What follows belongs to an exercise in optimizing a design on an open flow for small area, a short achievable clock period and few clock cycles per item; a production flow would make more cautious choices. At most, simulation tests tie the RTL to the original design; equivalence was not proved. Function not checked in runs 2 to 4: the RTL went through the layout flow alone.

File: design.v
module tinyenc 
#(
  parameter        SHL   =  4, 
  parameter        SHR   =  5 
)
(
   input     [15:0] delta, 
   input     [ 2:0] round, 
   input     [63:0] key, 
  output            valid,
  output reg [31:0] rdata, 
   input     [31:0] wdata, 
   input            write,
   input            clk, rstb 
);
reg [7:0] i;
assign valid = i == 8'd0;
wire [7:0] i_next = i - 8'd1;
wire valid_next = i_next == 8'd0;
wire [15:0] k0, k1, k2, k3;
reg [15:0] x, y, sum;
wire [ 7:0] ROUND = 1<<round; 
always@(negedge rstb or posedge clk) begin
  if(~rstb) begin
    i <= 8'd0;
  end
  else begin
    if(valid) begin
      if(write) begin
        i <= ROUND;
        sum = 16'd0;
        x = wdata[15: 0];
        y = wdata[31:16];
      end
    end
    else begin
      i <= i_next;
      sum = sum + delta;
      x = x + (((y<<SHL) + k0) ^ (y + sum) ^ ((y>>SHR) + k1));
      y = y + (((x<<SHL) + k2) ^ (x + sum) ^ ((x>>SHR) + k3));
    end
    if(valid_next) begin
      rdata[15: 0] <= x;
      rdata[31:16] <= y;
    end
  end
end
assign {k3,k2,k1,k0} = key;
endmodule
module tinydec 
#(
  parameter        SHL   =  4, 
  parameter        SHR   =  5 
)
(
   input     [15:0] delta, 
   input     [ 2:0] round, 
   input     [63:0] key,
  output            valid,
  output reg [31:0] rdata, 
   input     [31:0] wdata, 
   input            write,
   input            clk, rstb
);
reg [1:0] psel_d;
reg [7:0] i;
assign valid = i == 8'd0;
wire [7:0] i_next = i - 8'd1;
wire valid_next = i_next == 8'd0;
wire [15:0] k0, k1, k2, k3;
reg [15:0] x, y, sum;
wire [ 7:0] ROUND = 1<<round;
always@(negedge rstb or posedge clk) begin
  if(~rstb) begin
    i <= 8'd0;
  end
  else begin
    if(valid) begin
      if(write) begin
        i <= ROUND;
        y = wdata[31:16];
        x = wdata[15: 0];
        sum = delta * ROUND;
      end
    end
    else begin
      i <= i_next;
      y = y - (((x<<SHL) + k2) ^ (x + sum) ^ ((x>>SHR) + k3));
      x = x - (((y<<SHL) + k0) ^ (y + sum) ^ ((y>>SHR) + k1));
      sum = sum - delta;
    end
    if(valid_next) begin
      rdata[31:16] <= y;
      rdata[15: 0] <= x;
    end
  end
end
assign {k3,k2,k1,k0} = key;
endmodule
module tea (
   input        clk,
   input        rstb,
   input [15:0] delta,
   input [ 2:0] round,
   input [63:0] key,
   input        enc_write,
   input [31:0] enc_wdata,
  output        enc_valid,
  output [31:0] enc_rdata,
   input        dec_write,
   input [31:0] dec_wdata,
  output        dec_valid,
  output [31:0] dec_rdata
);
tinyenc #(
  .SHL(4),
  .SHR(5)
)
u_enc (
  .delta(delta),
  .round(round),
  .key(key),
  .valid(enc_valid),
  .rdata(enc_rdata),
  .wdata(enc_wdata),
  .write(enc_write),
  .clk(clk), .rstb(rstb)
);
tinydec #(
  .SHL(4),
  .SHR(5)
)
u_dec (
  .delta(delta),
  .round(round),
  .key(key),
  .valid(dec_valid),
  .rdata(dec_rdata),
  .wdata(dec_wdata),
  .write(dec_write),
  .clk(clk), .rstb(rstb)
);
endmodule
File: run.sh
#!/bin/bash
# synth_recipe.tcl (not shown) runs the flow's synth.tcl, then flattens the netlist and writes it again
# the make line also repeats each setting of config.mk as NAME=value (left out here)
make -C /OpenROAD-flow-scripts/flow DESIGN_CONFIG=/design/flow/config.mk WORK_HOME=/design/flow/orfs CLKGATE_MAP_FILE= SYNTH_SCRIPT=/design/flow/synth_recipe.tcl finish
File: config.mk
export PLATFORM = sky130hd
export DESIGN_NAME = tea
export DESIGN_NICKNAME = tea
export VERILOG_FILES = /design/flow/design.v
export SDC_FILE = /design/flow/constraint.sdc
export NUM_CORES = 4
export LEC_CHECK = 0
export CAP_MARGIN = 20
export CORE_MARGIN = 2
export CORE_UTILIZATION = 40
export SLEW_MARGIN = 20
File: constraint.sdc
create_clock -name core_clock -period 11.0 [get_ports {clk}]
set_input_delay 2.2000 -clock core_clock [delete_from_list [all_inputs] [get_ports {clk}]]
set_output_delay 2.2000 -clock core_clock [all_outputs]
set_load 0.01 [all_outputs]
==> impl_metrics.sql, run 1 <==
INSERT INTO impl_metrics (metric_group, metric, value, unit) VALUES
('hold_path', 'hold_path_class', 'reg -> reg', ''),
('sta', 'rsz_0062_raised_after_global_routing', 'false', ''),
('logic_synthesis', 'synth_top_area_cell', 'edfxtp_1', ''),
('hold_path', 'hold_path_depth', '1', ''),
('clock_tree', 'cts.clk_slew.worst_paths', '0.07', 'ns'),
('final_layout', 'drive_above_1_share', '0.0540', ''),
('placed_design', 'placed_cells', '3165', ''),
('die', 'floorplan.die.width', '233', 'um'),
('routing', 'overall_via_count_from_detail_route', '17500', ''),
('die', 'effective_utilization_at_floorplan', '0.407', ''),
('placed_design', 'portBuffers', '216', ''),
('sta', 'slew_viol_final', '0', ''),
('grt', 'grt_antenna_before_repair', '0', ''),
('worst_setup_path', 'reg2reg_depth', '41', ''),
('die', 'chipHeight', '233', 'um'),
('grt', 'overflow', '0', ''),
('placed_design', 'place_hpwl', '56500', 'um'),
('final_layout', 'fin_cells', '3197', ''),
('sta', 'min_period', '10.44', 'ns'),
('sta', 'final_worst_path_period_share', '0.949', ''),
('logic_synthesis', 'proportion_of_register_bits_with_asynchronous_set_or_reset_after_synthesis', '0.0909', ''),
('worst_setup_path', 'class_of_the_most_critical_setup_path', 'in -> reg', ''),
('die', 'rows', '83', ''),
('final_layout', 'area_growth', '19.4', '%'),
('logic_synthesis', 'dominantRegCellSynth', 'edfxtp_1', ''),
('sta', 'hold-worst-slack', '0.538', 'ns'),
('logic_synthesis', 'yosys.cell_types.count', '67', ''),
('final_layout', 'final_util', '0.485', ''),
('clock_tree', 'cts.root.buffer_cell', 'clkbuf_16', ''),
('worst_setup_path', 'largest_stage_delay_worst_path', '0.46', 'ns'),
('clock_tree', 'clockBufferDepth', '2', ''),
('final_layout', 'nFillCells', '4874', ''),
('grt', 'grt_pass1_vias', '17400', ''),
('clock_tree', 'h-tree-depth', '4', ''),
('clock_tree', 'numCtsBuffers', '17', ''),
('final_layout', 'register_area', '5200', 'um^2'),
('clock_tree', 'cts_tree', 'done', ''),
('sta', 'hold_viol', '0', ''),
('logic_synthesis', 'syn_inst', '2243', ''),
('flow_run', 'drv_cap', '0', ''),
('final_layout', 'layout_commonest_cell', 'xnor2_1', ''),
('worst_setup_path', 'critical_path_most_common_cell', 'xnor2_1', ''),
('clock_tree', 'holdBufCountCts', '0', ''),
('placed_design', 'gp_congestion', '0.923', ''),
('logic_synthesis', 'synthesis.area', '21000', 'um^2'),
('placed_design', 'worst_setup_slack_after_placement', '-0.0891', 'ns'),
('logic_synthesis', 'yosys.area.top_type_share', '0.229', ''),
('outcome', 'run_status', 'complete, no violations', ''),
('sta', 'finalClockSkew', '0.00830', 'ns'),
('grt', 'global_route_wire_length_before_repair', '102000', 'um'),
('worst_setup_path', 'startpoint_type', 'primary input', ''),
('worst_setup_path', 'critPathSlowestCell', 'clkdlybuf4s50_1', ''),
('logic_synthesis', 'seq_area_frac_synth', '0.248', ''),
('logic_synthesis', 'mappedNetlistNets', '2746', ''),
('sta', 'fin_tns_setup', '0', 'ns'),
('worst_setup_path', 'critical_path_required', '11.30', 'ns'),
('sta', 'report.final.setup_viol', '0', ''),
('grt', 'gr-usage-all-layers', '0.254', ''),
('sta', 'worst_slack', '0.558', 'ns'),
('clock_tree', 'clock_insertion_delay_worst_skew', '0.49', 'ns'),
('final_layout', 'fin_nets', '3007', ''),
('logic_synthesis', 'ys.warnings.count', '2', ''),
('die', 'i_o_pin_cnt', '217', ''),
('routing', 'drt.antenna.violating_nets', '0', ''),
('routing', 'via_per_inst', '5.47', ''),
('sta', 'max_clk_rate', '95.8', 'MHz'),
('final_layout', 'multi_input_area', '15100', 'um^2'),
('clock_tree', 'cts.sink_count', '176', '');
==> critical path: cells and delay by family <==
| kind | cells | cell delay [ns] |
|---|---|---|
| AO/OA/AOI/OAI | 15 | 2.73 |
| XOR/XNOR | 14 | 2.67 |
| adder cells (fa/ha/maj) | 6 | 1.93 |
| buffers and inverters | 1 | 0.46 |
| AND/OR/NAND/NOR | 6 | 0.77 |
==> flip-flops by register name (all words and copies together), names as in the netlist <==
name and cells:
u_dec.i 8, u_enc.y 16, u_dec.y 16, u_dec.sum 16
u_dec.rdata 32, u_enc.x 16, u_enc.sum 16, u_enc.i 8
u_dec.x 16, u_enc.rdata 32
==> worst paths after layout <==
kind                            slack [ns]              end          from
worst min register to register        0.54       u_enc.i[7]    u_enc.i[7]
worst max-delay path                  0.56      u_enc.y[15]      delta[0]
max in group asynchronous             8.80       u_dec.i[5]          rstb
worst min-delay path                  0.54       u_enc.i[7]    u_enc.i[7]
worst max register to register        2.41  u_enc.rdata[31]  u_enc.sum[0]
min in group asynchronous             1.74       u_enc.i[3]          rstb
==> stage by stage <==
step / instance area (um^2)
after floorplan: 21000
after global routing: 25100
after CTS: 25000
after detailed placement: 24400
final: 25100
after global placement: 24400
==> area by class of cell <==
class / count / area share
inverter: 160 / 0.0240
clock buffer: 17 / 0.0170
tap: 680 / 0.0340
sequential: 176 / 0.208
multi-input combinational: 1860 / 0.601
clock inverter: 15 / 0.00819
timing repair buffer: 289 / 0.108
==> Yosys cell counts, drive strengths merged, types with 16 or more instances <==
| library cell | n |
|---|---|
| a21boi | 16 |
| nor2b | 23 |
| clkbuf | 42 |
| nand3 | 19 |
| o21ai | 123 |
| fa | 78 |
| o21a | 29 |
| edfxtp | 160 |
| nand2 | 167 |
| mux2i | 59 |
| nor3 | 47 |
| a21o | 109 |
| a21oi | 172 |
| o21bai | 26 |
| dfrtp | 16 |
| xor2 | 71 |
| xnor2 | 296 |
| and2 | 52 |
| nand2b | 17 |
| inv | 160 |
| ha | 274 |
| nor2 | 118 |
| a211oi | 18 |
==> cell families after synthesis <==
kind of cell	after synthesis	synth area share
flops	176	0.248
buf+inv	207	0.0370
mux	62	0.0298
xor+xnor	373	0.160
simple gates	504	0.115
compound gates	569	0.173
fa+ha+maj	352	0.238
==> what timing repair did <==
action | CTS | global route
endpoints found under the setup margin | 0 | 2
gates resized for setup | 0 | 8
setup buffers | 0 | 0
endpoints found under the hold margin | 0 | 0
==> per-layer routing <==
metal  share of wire  vias to the layer above  routed length, um  track usage
li1                -                     8459                  -            -
met1            0.47                     8457              31900        0.351
met2            0.46                      498              31200        0.413
met3           0.053                       71               3600       0.0336
met4           0.024                        0               1670       0.0764
met5               0                        -                  0            0
Testbench counts, summed over its fixed seeds: cycles 42,852, items 2,560.
==> run 2: changes to the inputs <==
==> design.v (replaced) <==
module tinyenc
#(
  parameter        SHL   =  4,
  parameter        SHR   =  5
)
(
   input     [15:0] delta,
   input     [ 2:0] round,
   input     [31:0] kh,
   input            g,
  output            valid,
  output     [31:0] rdata,
   input     [31:0] wdata,
   input            write,
   input            clk, rstb
);
reg        busy, wt;
reg [ 7:0] cnt;
reg [15:0] p, q, sum;
assign valid = ~busy;
assign rdata = {q, p};
wire        step = busy & ~wt;
wire [15:0] ka = kh[15:0];
wire [15:0] kb = kh[31:16];
wire [15:0] f  = ((q<<SHL) + ka) ^ (q + sum) ^ ((q>>SHR) + kb);
wire [ 7:0] n2m1 = {round == 3'd7, round >= 3'd6, round >= 3'd5, round >= 3'd4,
                   round >= 3'd3, round >= 3'd2, round >= 3'd1, 1'b1};
always @(negedge rstb or posedge clk) begin
  if (~rstb) busy <= 1'b0;
  else if (~busy) busy <= write;
  else if (step & (cnt == 8'd0)) busy <= 1'b0;
end
always @(posedge clk) begin
  if (~busy) begin
    wt  <= ~g;
    cnt <= n2m1;
    if (write) begin
      p   <= wdata[15:0];
      q   <= wdata[31:16];
      sum <= delta;
    end
  end
  else begin
    wt <= 1'b0;
    if (step) begin
      cnt <= cnt - 8'd1;
      p   <= q;
      q   <= p + f;
      if (g) sum <= sum + delta;
    end
  end
end
endmodule
module tinydec
#(
  parameter        SHL   =  4,
  parameter        SHR   =  5
)
(
   input     [15:0] delta,
   input     [ 2:0] round,
   input     [31:0] kh,
   input            g,
  output            valid,
  output     [31:0] rdata,
   input     [31:0] wdata,
   input            write,
   input            clk, rstb
);
reg        busy, wt;
reg [ 7:0] cnt;
reg [15:0] p, q, sum;
assign valid = ~busy;
assign rdata = {p, q};
wire        step = busy & ~wt;
wire [15:0] ka = kh[15:0];
wire [15:0] kb = kh[31:16];
wire [15:0] f  = ((q<<SHL) + ka) ^ (q + sum) ^ ((q>>SHR) + kb);
wire [ 7:0] n2m1 = {round == 3'd7, round >= 3'd6, round >= 3'd5, round >= 3'd4,
                   round >= 3'd3, round >= 3'd2, round >= 3'd1, 1'b1};
always @(negedge rstb or posedge clk) begin
  if (~rstb) busy <= 1'b0;
  else if (~busy) busy <= write;
  else if (step & (cnt == 8'd0)) busy <= 1'b0;
end
always @(posedge clk) begin
  if (~busy) begin
    wt  <= g;
    cnt <= n2m1;
    if (write) begin
      p   <= wdata[31:16];
      q   <= wdata[15:0];
      sum <= delta << round;
    end
  end
  else begin
    wt <= 1'b0;
    if (step) begin
      cnt <= cnt - 8'd1;
      p   <= q;
      q   <= p - f;
      if (~g) sum <= sum - delta;
    end
  end
end
endmodule
module tea (
   input        clk,
   input        rstb,
   input [15:0] delta,
   input [ 2:0] round,
   input [63:0] key,
   input        enc_write,
   input [31:0] enc_wdata,
  output        enc_valid,
  output [31:0] enc_rdata,
   input        dec_write,
   input [31:0] dec_wdata,
  output        dec_valid,
  output [31:0] dec_rdata
);
reg        g;
reg [31:0] kreg;
always @(negedge rstb or posedge clk) begin
  if (~rstb) g <= 1'b0;
  else       g <= ~g;
end
always @(posedge clk) begin
  kreg <= g ? key[31:0] : key[63:32];
end
tinyenc #(
  .SHL(4),
  .SHR(5)
)
u_enc (
  .delta(delta),
  .round(round),
  .kh(kreg),
  .g(g),
  .valid(enc_valid),
  .rdata(enc_rdata),
  .wdata(enc_wdata),
  .write(enc_write),
  .clk(clk), .rstb(rstb)
);
tinydec #(
  .SHL(4),
  .SHR(5)
)
u_dec (
  .delta(delta),
  .round(round),
  .kh(kreg),
  .g(g),
  .valid(dec_valid),
  .rdata(dec_rdata),
  .wdata(dec_wdata),
  .write(dec_write),
  .clk(clk), .rstb(rstb)
);
endmodule
==> run 2 against run 1 <==
Non-clock buffer count shrank 65. Worst setup slack better by 5.4 ns. Synthesized cell count shrank 41%. Global-route usage is 2.6 points lower. Wire length down 44%. Clock skew is 0.0027 ns higher. Design area is 35% lower. Worst hold slack worse by 0.047 ns.
==> impl_metrics.sql, run 2 <==
INSERT INTO impl_metrics (metric_group, metric, value, unit) VALUES
('final_layout', 'layout.cells.most_common_list', '216 x clkdlybuf4s50_1, 151 x xnor2_1, 139 x ha_1', ''),
('grt', 'grtUsageMet3', '0.0384', ''),
('logic_synthesis', 'synthesis.area', '13000', 'um^2'),
('die', 'effective_utilization_at_floorplan', '0.408', ''),
('routing', 'totalWireLength', '38600', 'um'),
('worst_setup_path', 'startpoint', 'delta[0]', ''),
('worst_setup_path', 'startpoint_type', 'primary input', ''),
('grt', 'gr-usage-all-layers', '0.228', ''),
('logic_synthesis', 'synthTopCellsByArea', 'edfxtp_1 26%, ha_1 13%, xnor2_1 10%', ''),
('logic_synthesis', 'yosys.area.top_type_share', '0.255', ''),
('clock_tree', 'cts.clk_slew.worst_paths', '0.07', 'ns'),
('placed_design', 'gp_congestion', '0.880', ''),
('sta', 'finalClockSkew', '0.0110', 'ns'),
('grt', 'grt_max_degree', '69', ''),
('routing', 'dr.pass1.iters', '7', ''),
('die', 'rows', '65', ''),
('routing', 'routedWlPerCell', '19.8', 'um'),
('flow_run', 'drv_cap', '0', ''),
('sta', 'fin_tns_setup', '0', 'ns'),
('die', 'placeableCoreArea', '31700', 'um^2'),
('clock_tree', 'clockBufferDepth', '2', ''),
('worst_setup_path', 'critical-path-top-delay-family', 'compound AO/OA/AOI/OAI gates', ''),
('worst_setup_path', 'worst-path-buf-inv', '1', ''),
('final_layout', 'final_util', '0.510', ''),
('final_layout', 'area_growth', '24.8', '%'),
('die', 'chipHeight', '184', 'um'),
('worst_setup_path', 'critPathSlowestCell', 'clkdlybuf4s50_1', ''),
('worst_setup_path', 'timing.rr.start', 'u_enc.q[0]', ''),
('routing', 'via_per_inst', '5.53', ''),
('final_layout', 'fin_nets', '1833', ''),
('die', 'i_o_pin_cnt', '217', ''),
('sta', 'slew_viol_final', '0', ''),
('worst_setup_path', 'cp_data_arrival_time', '5.19', 'ns'),
('sta', 'rsz_0062_raised_after_global_routing', 'false', ''),
('logic_synthesis', 'synth_top_area_cell', 'edfxtp_1', ''),
('grt', 'overflow', '0', ''),
('routing', 'drt.antenna.violating_nets', '0', ''),
('worst_setup_path', 'timing.critical_path.to_type', 'flop', ''),
('placed_design', 'portBuffers', '216', ''),
('clock_tree', 'holdBufCountCts', '0', ''),
('grt', 'grt_pass1_vias', '10500', ''),
('outcome', 'run_status', 'complete, no violations', ''),
('placed_design', 'place_hpwl', '30600', 'um'),
('sta', 'final_worst_path_period_share', '0.455', ''),
('sta', 'slew_headroom', '0.256', ''),
('worst_setup_path', 'critical_path_required', '11.19', 'ns'),
('logic_synthesis', 'mappedNetlistNets', '1621', ''),
('sta', 'min_period', '5.00', 'ns'),
('logic_synthesis', 'seq_area_frac_synth', '0.316', ''),
('logic_synthesis', 'synth-edff-count', '110', ''),
('clock_tree', 'cts_tree', 'done', ''),
('worst_setup_path', 'critical_path.cell_chain', 'clkdlybuf4s50_1, ha_1, fa_1, nor2b_1, o21ai_0, a21oi_1, o21ai_0, a21oi_1, o2111ai_1, a311oi_1, o2111a_1, nor3_1', ''),
('sta', 'hold_viol', '0', ''),
('grt', 'grtUsageMet2', '0.374', ''),
('routing', 'overall_via_count_from_detail_route', '10800', ''),
('sta', 'worst_slew_pin_slew', '1.11', 'ns'),
('clock_tree', 'clock_insertion_delay_worst_skew', '0.44', 'ns'),
('logic_synthesis', 'syn_area_per_cell', '9.80', 'um^2'),
('grt', 'grt_antenna_before_repair', '0', ''),
('clock_tree', 'cts_post_setup_buffers_inserted', '0', ''),
('worst_setup_path', 'largest_stage_delay_worst_path', '0.57', 'ns'),
('logic_synthesis', 'yosys.cell_types.count', '69', ''),
('die', 'floorplan.die.width', '184', 'um'),
('grt', 'global_route_wire_length_before_repair', '58700', 'um'),
('hold_path', 'hold_path_class', 'reg -> reg', ''),
('logic_synthesis', 'synth.most_common_cell', 'xnor2_1', ''),
('logic_synthesis', 'ys.warnings.count', '3', ''),
('clock_tree', 'cts.sink_count', '149', ''),
('final_layout', 'largest_register_ff_count', '32', ''),
('worst_setup_path', 'path_max_fanout', '7', ''),
('grt', 'met1_usage', '0.310', ''),
('clock_tree', 'h-tree-depth', '4', ''),
('final_layout', 'antennaDiodeCount', '0', ''),
('logic_synthesis', 'dominantRegCellSynth', 'edfxtp_1', ''),
('clock_tree', 'numCtsBuffers', '17', ''),
('sta', 'max_clk_rate', '200', 'MHz'),
('die', 'die_area', '33800', 'um^2'),
('worst_setup_path', 'class_of_the_most_critical_setup_path', 'in -> reg', ''),
('routing', 'drt_first_iter_violations', '766', ''),
('logic_synthesis', 'netlist_top_cells_count', '151 x xnor2_1, 139 x ha_1, 110 x edfxtp_1, 89 x mux2_2, 87 x a21oi_1', ''),
('clock_tree', 'cts.root.buffer_cell', 'clkbuf_16', ''),
('clock_tree', 'cts.repair.resized', '0', ''),
('sta', 'report.final.setup_viol', '0', ''),
('final_layout', 'drive_above_1_share', '0.0964', ''),
('routing', 'number_of_remaining_drc_errors', '0', ''),
('logic_synthesis', 'proportion_of_register_bits_with_asynchronous_set_or_reset_after_synthesis', '0.0201', ''),
('grt', 'busiest_layer', 'met2', ''),
('logic_synthesis', 'ys_ff_latch', '149', ''),
('hold_path', 'hold_path_startpoint', 'g', ''),
('logic_synthesis', 'syn_inst', '1321', ''),
('final_layout', 'layout_commonest_cell', 'clkdlybuf4s50_1', ''),
('final_layout', 'largest_register', 'kreg', '');
## run 2: per-layer routing
layer / up-vias / share of wire
li1: 5298 / -
met1: 5080 / 0.46
met2: 353 / 0.46
met3: 38 / 0.067
met4: 0 / 0.016
met5: - / 0
## run 2: worst paths after layout
path / end / slack, ns / cells past startpoint
setup / recovery: u_dec.sum[14] / 6.00 / 12
hold / removal: g / 0.49 / 1
setup reg to reg: u_enc.q[15] / 6.09 / 18
hold reg to reg: g / 0.49 / 1
max in group asynchronous: u_dec.busy / 8.92 / 1
min in group asynchronous: g / 1.93 / 1
## run 2: kinds of logic (layout without fill, tap and decap cells)
group                    Yosys count  in the layout  share of synthesized area
flip-flops                       149            149                      0.316
XOR/XNOR                         193            193                      0.133
buffers and inverters             97            322                     0.0281
multiplexers                     111            111                      0.101
adder cells (fa/ha/maj)          149            149                      0.150
AO/OA/AOI/OAI                    324            324                      0.161
AND/OR/NAND/NOR                  298            298                      0.112
## run 2: metrics by stage
stage	cells	setup slack [ns]	area (um^2)	hold WS [ns]
after floorplan	1321	6.51	13000	0.470
after detailed placement	1916	5.60	15600	0.487
after CTS	1948	6.05	16200	0.495
after global routing	1948	5.75	16200	0.534
final	1948	6.00	16200	0.491
after global placement	1916	5.69	15600	0.481
## run 2: cell type report
type                            count  area [um^2]
Fill cell                        2969        15600
Sequential cell                   149         4100
Clock buffer                       21          450
Timing Repair Buffer              224         2220
Inverter                           66          248
Clock inverter                     11          149
Tap cell                          402          503
Multi-Input combinational cell   1075         8490
## run 2: worst register-to-register path: cells and delay by family, from the launching register on
family                     cells  cell delay, ns
AOI/OAI and AO/OA              7            1.33
adders and majority gates      3            1.03
buffers and inverters          1            0.09
and+or+nand+nor                2            0.65
DFF                            1            0.49
xor gates and xnor gates       4            0.77
muxes                          1            0.28
==> run 3: changes to the inputs <==
--- a/design.v
+++ b/design.v
@@ -17,3 +17,3 @@
 reg        busy, wt;
-reg [ 7:0] cnt;
+reg [ 6:0] c;             
 reg [15:0] p, q, sum;
@@ -22,2 +22,5 @@
 wire        step = busy & ~wt;
+wire        rend = step & g;                  
+wire [ 6:0] mask = ~(7'h7f << round);          
+wire        last = &(c | ~mask);
 wire [15:0] ka = kh[15:0];
@@ -25,4 +28,2 @@
 wire [15:0] f  = ((q<<SHL) + ka) ^ (q + sum) ^ ((q>>SHR) + kb);
-wire [ 7:0] n2m1 = {round == 3'd7, round >= 3'd6, round >= 3'd5, round >= 3'd4,
-                   round >= 3'd3, round >= 3'd2, round >= 3'd1, 1'b1};
 always @(negedge rstb or posedge clk) begin
@@ -30,22 +31,17 @@
   else if (~busy) busy <= write;
-  else if (step & (cnt == 8'd0)) busy <= 1'b0;
+  else if (rend & last) busy <= 1'b0;
 end
 always @(posedge clk) begin
+  wt  <= ~busy & ~g;
+  c   <= busy ? c + {6'd0, rend} : 7'd0;
+  sum <= busy ? sum + (rend ? delta : 16'd0) : delta;
   if (~busy) begin
-    wt  <= ~g;
-    cnt <= n2m1;
     if (write) begin
-      p   <= wdata[15:0];
-      q   <= wdata[31:16];
-      sum <= delta;
+      p <= wdata[15:0];
+      q <= wdata[31:16];
     end
   end
-  else begin
-    wt <= 1'b0;
-    if (step) begin
-      cnt <= cnt - 8'd1;
-      p   <= q;
-      q   <= p + f;
-      if (g) sum <= sum + delta;
-    end
+  else if (step) begin
+    p <= q;
+    q <= p + f;
   end
@@ -70,3 +66,3 @@
 reg        busy, wt;
-reg [ 7:0] cnt;
+reg [ 6:0] c;             
 reg [15:0] p, q, sum;
@@ -75,2 +71,5 @@
 wire        step = busy & ~wt;
+wire        rend = step & ~g;                 
+wire [ 6:0] mask = ~(7'h7f << round);          
+wire        last = &(c | ~mask);
 wire [15:0] ka = kh[15:0];
@@ -78,4 +77,2 @@
 wire [15:0] f  = ((q<<SHL) + ka) ^ (q + sum) ^ ((q>>SHR) + kb);
-wire [ 7:0] n2m1 = {round == 3'd7, round >= 3'd6, round >= 3'd5, round >= 3'd4,
-                   round >= 3'd3, round >= 3'd2, round >= 3'd1, 1'b1};
 always @(negedge rstb or posedge clk) begin
@@ -83,22 +80,17 @@
   else if (~busy) busy <= write;
-  else if (step & (cnt == 8'd0)) busy <= 1'b0;
+  else if (rend & last) busy <= 1'b0;
 end
 always @(posedge clk) begin
+  wt  <= ~busy & g;
+  c   <= busy ? c + {6'd0, rend} : 7'd0;
+  sum <= busy ? sum - (rend ? delta : 16'd0) : delta << round;
   if (~busy) begin
-    wt  <= g;
-    cnt <= n2m1;
     if (write) begin
-      p   <= wdata[31:16];
-      q   <= wdata[15:0];
-      sum <= delta << round;
+      p <= wdata[31:16];
+      q <= wdata[15:0];
     end
   end
-  else begin
-    wt <= 1'b0;
-    if (step) begin
-      cnt <= cnt - 8'd1;
-      p   <= q;
-      q   <= p - f;
-      if (~g) sum <= sum - delta;
-    end
+  else if (step) begin
+    p <= q;
+    q <= p - f;
   end
==> flow/run.sh (new file) <==
#!/bin/bash
# Standard ORFS layout, with the port buffers made of buf_1 cells instead of
# the larger, slower cell buffer_ports picks by default.
set -o pipefail
export BUFFER_PORTS_ARGS="-buffer_cell sky130_fd_sc_hd__buf_1"
bash standard.sh > standard.log 2>&1
==> standard.sh (new file) <==
#!/bin/bash
# synth_recipe.tcl (not shown) runs the flow's synth.tcl, then flattens the netlist and writes it again
# the make line also repeats each setting of config.mk as NAME=value (left out here)
make -C /OpenROAD-flow-scripts/flow DESIGN_CONFIG=/design/flow/config.mk WORK_HOME=/design/flow/orfs CLKGATE_MAP_FILE= SYNTH_SCRIPT=/design/flow/synth_recipe.tcl "${@:-finish}"
removed: run.sh
==> run 3 against run 2 <==
Area after synthesis is 3.1% lower. Final cell count about the same. Die area fell by 3.0%. Clock skew increased by 0.0036 ns. Fmax grew 5.3%.
==> impl_metrics.sql, run 3 <==
INSERT INTO impl_metrics (metric_group, metric, value, unit) VALUES
('worst_setup_path', 'startpoint_type', 'flop', ''),
('sta', 'finalClockSkew', '0.0146', 'ns'),
('worst_setup_path', 'critical_path_required', '11.20', 'ns'),
('grt', 'global_route_wire_length_before_repair', '55500', 'um'),
('die', 'rows', '64', ''),
('sta', 'fin_tns_setup', '0', 'ns'),
('placed_design', 'gp_congestion', '0.907', ''),
('worst_setup_path', 'class_of_the_most_critical_setup_path', 'reg -> reg', ''),
('worst_setup_path', 'path_max_fanout', '6', ''),
('clock_tree', 'h-tree-depth', '4', ''),
('logic_synthesis', 'seq_area_frac_synth', '0.287', ''),
('grt', 'overflow', '0', ''),
('logic_synthesis', 'yosys.cell_types.count', '75', ''),
('logic_synthesis', 'proportion_of_register_bits_with_asynchronous_set_or_reset_after_synthesis', '0.0204', ''),
('final_layout', 'area_growth', '15.4', '%'),
('logic_synthesis', 'synth_top_area_cell', 'edfxtp_1', ''),
('sta', 'worst_slew_pin_slew', '0.999', 'ns'),
('final_layout', 'largest_register', 'kreg', ''),
('logic_synthesis', 'synth-edff-count', '64', ''),
('die', 'placeableCoreArea', '30700', 'um^2'),
('clock_tree', 'cts.sink_count', '147', ''),
('sta', 'hold-worst-slack', '0.447', 'ns'),
('clock_tree', 'clockBufferDepth', '2', ''),
('grt', 'grt_antenna_before_repair', '0', ''),
('routing', 'via_per_inst', '5.39', ''),
('logic_synthesis', 'mappedNetlistNets', '1626', ''),
('clock_tree', 'holdBufCountCts', '0', ''),
('sta', 'slew_viol_final', '0', ''),
('routing', 'totalWireLength', '36300', 'um'),
('logic_synthesis', 'ys.warnings.count', '3', ''),
('routing', 'number_of_remaining_drc_errors', '0', ''),
('final_layout', 'drive_above_1_share', '0.107', ''),
('sta', 'max_clk_rate', '210', 'MHz'),
('logic_synthesis', 'synthesis.area', '12600', 'um^2'),
('routing', 'drt_first_iter_violations', '640', ''),
('final_layout', 'fin_nets', '1840', ''),
('flow_run', 'drv_cap', '0', ''),
('die', 'i_o_pin_cnt', '217', ''),
('worst_setup_path', 'ff2ff_setup_slack', '6.25', 'ns'),
('final_layout', 'fin_cells', '1947', ''),
('sta', 'min_period', '4.75', 'ns'),
('final_layout', 'layout.cells.most_common_list', '216 x buf_1, 141 x xnor2_1, 141 x ha_1', ''),
('worst_setup_path', 'cp_data_arrival_time', '4.96', 'ns'),
('die', 'effective_utilization_at_floorplan', '0.408', ''),
('sta', 'hold_viol', '0', ''),
('die', 'floorplan.die.width', '181', 'um'),
('final_layout', 'largest_register_ff_count', '32', ''),
('clock_tree', 'cts.repair.resized', '0', ''),
('routing', 'routedWlPerCell', '18.6', 'um'),
('clock_tree', 'cts_tree', 'done', ''),
('logic_synthesis', 'dominantRegCellSynth', 'dfxtp_1', ''),
('die', 'chipHeight', '181', 'um'),
('placed_design', 'place_hpwl', '28400', 'um'),
('logic_synthesis', 'ys_ff_latch', '147', ''),
('placed_design', 'placed_cells', '1914', ''),
('grt', 'grt_max_degree', '57', ''),
('die', 'die_area', '32800', 'um^2'),
('routing', 'drt.antenna.violating_nets', '0', ''),
('logic_synthesis', 'synthTopCellsByArea', 'edfxtp_1 15%, ha_1 14%, dfxtp_1 13%', ''),
('logic_synthesis', 'netlist_top_cells_count', '141 x ha_1, 141 x xnor2_1, 98 x mux2_2, 92 x a21oi_1, 88 x nand2_1', ''),
('outcome', 'run_status', 'complete, no violations', ''),
('sta', 'report.final.setup_viol', '0', ''),
('sta', 'rsz_0062_raised_after_global_routing', 'false', ''),
('hold_path', 'hold_path_class', 'reg -> reg', ''),
('routing', 'dr.pass1.iters', '5', ''),
('routing', 'overall_via_count_from_detail_route', '10500', ''),
('final_layout', 'layout_commonest_cell', 'buf_1', ''),
('sta', 'final_worst_path_period_share', '0.432', ''),
('sta', 'slew_headroom', '0.334', ''),
('final_layout', 'nFillCells', '2993', ''),
('grt', 'grt_pass1_vias', '10200', ''),
('logic_synthesis', 'yosys.area.top_type_share', '0.153', ''),
('clock_tree', 'numCtsBuffers', '17', ''),
('clock_tree', 'clock_insertion_delay_worst_skew', '0.45', 'ns'),
('clock_tree', 'cts.clk_slew.worst_paths', '0.06', 'ns'),
('clock_tree', 'cts.root.buffer_cell', 'clkbuf_16', ''),
('placed_design', 'portBuffers', '216', ''),
('logic_synthesis', 'syn_inst', '1324', ''),
('final_layout', 'antennaDiodeCount', '0', ''),
('grt', 'gr-usage-all-layers', '0.219', ''),
('worst_setup_path', 'timing.critical_path.to_type', 'flop', ''),
('clock_tree', 'cts_post_setup_buffers_inserted', '0', ''),
('logic_synthesis', 'syn_area_per_cell', '9.48', 'um^2');
run 3: per-layer routing:
metal,vias up,part of all wire,wire (um),GRT usage
met5,-,0,0,0
met4,0,0.016,576,0.0608
met3,36,0.051,1840,0.0407
met2,265,0.46,16600,0.359
met1,4921,0.47,17200,0.294
li1,5269,-,-,-
run 3: worst max-delay path: stages (launching register included):
cell and delay (ns):
edfxtp_1 0.54, ha_1 0.36, a21o_1 0.16, a21o_1 0.23
a2111oi_4 0.41, nor3_2 0.12, a2111oi_0 0.50, xnor2_1 0.19
ha_1 0.43, nand2_1 0.10, or4_1 0.59, a21o_1 0.20
a21oi_1 0.14, or3_1 0.15, a21oi_1 0.07, a311o_1 0.32
run 3: final cells by class:
| type | instances | area (um^2) | share of cell area |
|---|---|---|---|
| multi-input cells | 1102 | 8700 | 0.600 |
| flip-flops and latches | 147 | 3600 | 0.248 |
| repair buffers | 226 | 906 | 0.0625 |
| clock buffers | 23 | 534 | 0.0369 |
| well taps | 396 | 495 | 0.0342 |
| inverters | 44 | 165 | 0.0114 |
| clock inverters | 9 | 90.1 | 0.00622 |
run 3: path summary, 6_finish.rpt:
| kind | from | endpoint | depth (start not counted) |
|---|---|---|---|
| max | u_enc.q[1] | u_enc.q[15] | 15 |
| min | u_dec.busy | u_dec.wt | 1 |
| max reg2reg | u_enc.q[1] | u_enc.q[15] | 15 |
| min reg2reg | u_dec.busy | u_dec.wt | 1 |
| max in group asynchronous | rstb | u_enc.busy | 1 |
| min in group asynchronous | rstb | u_dec.busy | 1 |
run 3: stage by stage:
stage / setup WS, ns / cell area [um^2] / utilization
after global placement: 6.09 / 13800 / 0.450
after CTS: 6.26 / 14500 / 0.470
after global routing: 5.92 / 14500 / 0.471
final: 6.25 / 14500 / 0.471
after floorplan: 6.02 / 12600 / -
after detailed placement: 5.94 / 13800 / 0.450
run 3: logic make-up after synthesis:
| kind of cell | Yosys count | share of synthesized area |
|---|---|---|
| xor gates and xnor gates | 191 | 0.136 |
| DFF | 147 | 0.287 |
| adders and majority gates | 151 | 0.156 |
| muxes | 113 | 0.0999 |
| AOI/OAI and AO/OA | 325 | 0.175 |
| buffers and inverters | 75 | 0.0225 |
| and+or+nand+nor | 322 | 0.124 |
==> run 4: changes to the inputs <==
--- a/flow/run.sh
+++ b/flow/run.sh
@@ -5,2 +5,3 @@
 export BUFFER_PORTS_ARGS="-buffer_cell sky130_fd_sc_hd__buf_1"
+export SETUP_SLACK_MARGIN=7.5
 bash standard.sh > standard.log 2>&1
==> run 4 against run 3 <==
Sequential share of layout area shrank 2.9 points. Global-route usage grew 1.6 points. Design area grew 14%. First-iteration DRC count shrank 13%. Flip-flop and latch count is the same. Clock skew grew 0.0047 ns. Area after synthesis is the same. Worst setup slack gained 0.62 ns. Largest cell class unchanged.
==> impl_metrics.sql, run 4 <==
INSERT INTO impl_metrics (metric_group, metric, value, unit) VALUES
('outcome', 'run_status', 'complete, no violations', ''),
('final_layout', 'finish.instance_area', '16500', 'um^2'),
('routing', 'overall_via_count_from_detail_route', '11200', ''),
('logic_synthesis', 'ys.warnings.count', '3', ''),
('clock_tree', 'numCtsBuffers', '17', ''),
('worst_setup_path', 'timing.rr.start', 'u_enc.q[1]', ''),
('clock_tree', 'cts.root.buffer_cell', 'clkbuf_16', ''),
('logic_synthesis', 'syn_area_per_cell', '9.48', 'um^2'),
('placed_design', 'portBuffers', '216', ''),
('final_layout', 'largest_register', 'kreg', ''),
('grt', 'grt_pass1_vias', '11200', ''),
('sta', 'slew_viol_final', '0', ''),
('worst_setup_path', 'critical_path_required', '11.20', 'ns'),
('logic_synthesis', 'proportion_of_register_bits_with_asynchronous_set_or_reset_after_synthesis', '0.0204', ''),
('worst_setup_path', 'ff2ff_setup_slack', '6.87', 'ns'),
('routing', 'drt_first_iter_violations', '558', ''),
('sta', 'min_period', '4.13', 'ns'),
('placed_design', 'worst_setup_slack_after_placement', '6.09', 'ns'),
('die', 'i_o_pin_cnt', '217', ''),
('hold_path', 'hold_path_class', 'reg -> reg', ''),
('final_layout', 'area_growth', '31.2', '%'),
('die', 'floorplan.die.width', '181', 'um'),
('flow_run', 'drv_cap', '0', ''),
('die', 'rows', '64', ''),
('die', 'placeableCoreArea', '30700', 'um^2'),
('sta', 'max_clk_rate', '242', 'MHz'),
('logic_synthesis', 'syn_inst', '1324', ''),
('routing', 'totalWireLength', '39400', 'um'),
('sta', 'final_worst_path_period_share', '0.376', ''),
('grt', 'overflow', '0', ''),
('routing', 'drt.antenna.violating_nets', '0', ''),
('die', 'effective_utilization_at_floorplan', '0.408', ''),
('clock_tree', 'clock_insertion_delay_worst_skew', '0.45', 'ns'),
('routing', 'routed-wl-met2', '18800', 'um'),
('placed_design', 'gp_congestion', '0.873', ''),
('logic_synthesis', 'synthesis.area', '12600', 'um^2'),
('routing', 'met3_wire_length', '1920', 'um'),
('logic_synthesis', 'synth_top_area_cell', 'edfxtp_1', ''),
('routing', 'highest_layer', 'met4', ''),
('logic_synthesis', 'synthTopCellsByArea', 'edfxtp_1 15%, ha_1 14%, dfxtp_1 13%', ''),
('sta', 'finalClockSkew', '0.0193', 'ns'),
('final_layout', 'fin_cells', '2062', ''),
('logic_synthesis', 'ys_ff_latch', '147', ''),
('routing', 'dr.pass1.iters', '5', ''),
('worst_setup_path', 'reg2reg_depth', '17', ''),
('clock_tree', 'cts.clk_slew.worst_paths', '0.07', 'ns'),
('final_layout', 'fin_nets', '1955', ''),
('final_layout', 'layout_commonest_cell', 'buf_1', ''),
('sta', 'report.final.setup_viol', '0', ''),
('logic_synthesis', 'seq_area_frac_synth', '0.287', ''),
('worst_setup_path', 'class_of_the_most_critical_setup_path', 'reg -> reg', ''),
('worst_setup_path', 'cp_data_arrival_time', '4.33', 'ns'),
('sta', 'worst_slew_pin_slew', '0.923', 'ns'),
('final_layout', 'antennaDiodeCount', '0', ''),
('worst_setup_path', 'timing.critical_path.to_type', 'flop', ''),
('logic_synthesis', 'dominantRegCellSynth', 'dfxtp_1', ''),
('clock_tree', 'clockBufferDepth', '2', ''),
('placed_design', 'place_hpwl', '28900', 'um'),
('worst_setup_path', 'critPathCapture', 'u_enc.q[15]', ''),
('routing', 'via_per_inst', '5.44', ''),
('grt', 'grt_antenna_before_repair', '1', ''),
('grt', 'grt_max_degree', '53', ''),
('clock_tree', 'cts_tree', 'done', ''),
('logic_synthesis', 'mappedNetlistNets', '1626', ''),
('sta', 'fin_tns_setup', '0', 'ns');
run 4: cell counts after synthesis:
No cell type changed its count.
run 4: layer usage:
metal  track usage  vias up
met5             0        -
met1         0.305     5343
li1              -     5489
met2         0.402      331
met4        0.0712        0
met3        0.0371       51
run 4: cell families after synthesis:
logic type / after synthesis / share of synthesized area
simple gates: 322 / 0.124
buf+inv: 75 / 0.0225
mux: 113 / 0.0999
flops: 147 / 0.287
compound gates: 325 / 0.175
xor+xnor: 191 / 0.136
fa+ha+maj: 151 / 0.156
run 4: worst max-delay path, stage by stage (launching register included):
cell      delay, ns
edfxtp_1       0.46
buf_4          0.18
fa_2           0.38
a21o_1         0.16
a21o_1         0.19
xnor2_2        0.14
xnor2_1        0.15
ha_1           0.34
nand3_2        0.09
o21bai_2       0.19
nor4_4         0.08
buf_4          0.14
or4_4          0.55
a21o_1         0.19
a21oi_2        0.15
or3_4          0.14
a21oi_1        0.05
a311o_1        0.31
run 4: per-stage QoR:
step           utilization  hold WS (ns)
2_1_floorplan            -         0.474
3_3_place_gp         0.457         0.490
3_5_place_dp         0.457         0.504
4_1_cts              0.518         0.517
5_1_grt              0.535         0.555
6_report             0.535         0.515
run 4: timing repair:
action,CTS,global route
gates resized for setup,129,69
gates cloned,2,0
endpoints found under the setup margin,45,45
hold buffers,0,0
pin swaps,107,89
setup buffers,89,25
run 4: worst min-delay path by stage:
stage / from / to / slack, ns / cells after the start
after floorplan: u_enc.c[6] / u_enc.c[6] / 0.47 / 2
after global placement: u_enc.c[6] / u_enc.c[6] / 0.49 / 2
after detailed placement: u_enc.c[6] / u_enc.c[6] / 0.50 / 2
after CTS: u_enc.c[6] / u_enc.c[6] / 0.52 / 2
after global routing: u_enc.c[6] / u_enc.c[6] / 0.55 / 2
final: u_enc.c[6] / u_enc.c[6] / 0.52 / 2
run 4: cell type report:
type                    count  area (um^2)  area share
inverters                  44          188      0.0114
well taps                 396          495      0.0301
clock buffers              20          447      0.0271
repair buffers            341         2040       0.124
clock inverters            12          180      0.0109
multi-input cells        1102         9510       0.578
flip-flops and latches    147         3610       0.219

==> what the ideal ports hide <==
How much do the figures lean on ideal ports? The routed layouts below were timed once more, with nothing changed but the port constraints. Step 1 sets driving cells, clkbuf_16 on the clock port and buf_2 on the other inputs (assumed; they add their load-dependent delay and slew). Step 2 times the ports against the registers' clock, not the clock port: input delays grow and output delays shrink by t, the midpoint of the rising clock arrivals with the driver on. Three values: no drivers, after step 1, after step 2; two values: the first two.
| run | t, ns | setup WS [ns] | latest minus earliest clock arrival (ns) | worst slew at a driven data input, ns | pins driven straight from the clock port |
|---|---|---|---|---|---|
| run 1 | 0.544 | 0.558 / 0.592 / 0.047 | 0.009 / 0.009 | 0.05 | 1 |
| run 2 | 0.488 | 5.995 / 6.024 / 5.535 | 0.011 / 0.011 | 0.06 | 1 |
| run 3 | 0.492 | 6.245 / 6.245 / 5.845 | 0.015 / 0.015 | 0.05 | 1 |
| run 4 | 0.490 | 6.867 / 6.867 / 6.379 | 0.019 / 0.020 | 0.07 | 1 |
After both steps every run listed still meets setup and hold. The setup slack of run 1, which loses most, moves by +0.034 ns with the drivers and by -0.511 ns with both steps.
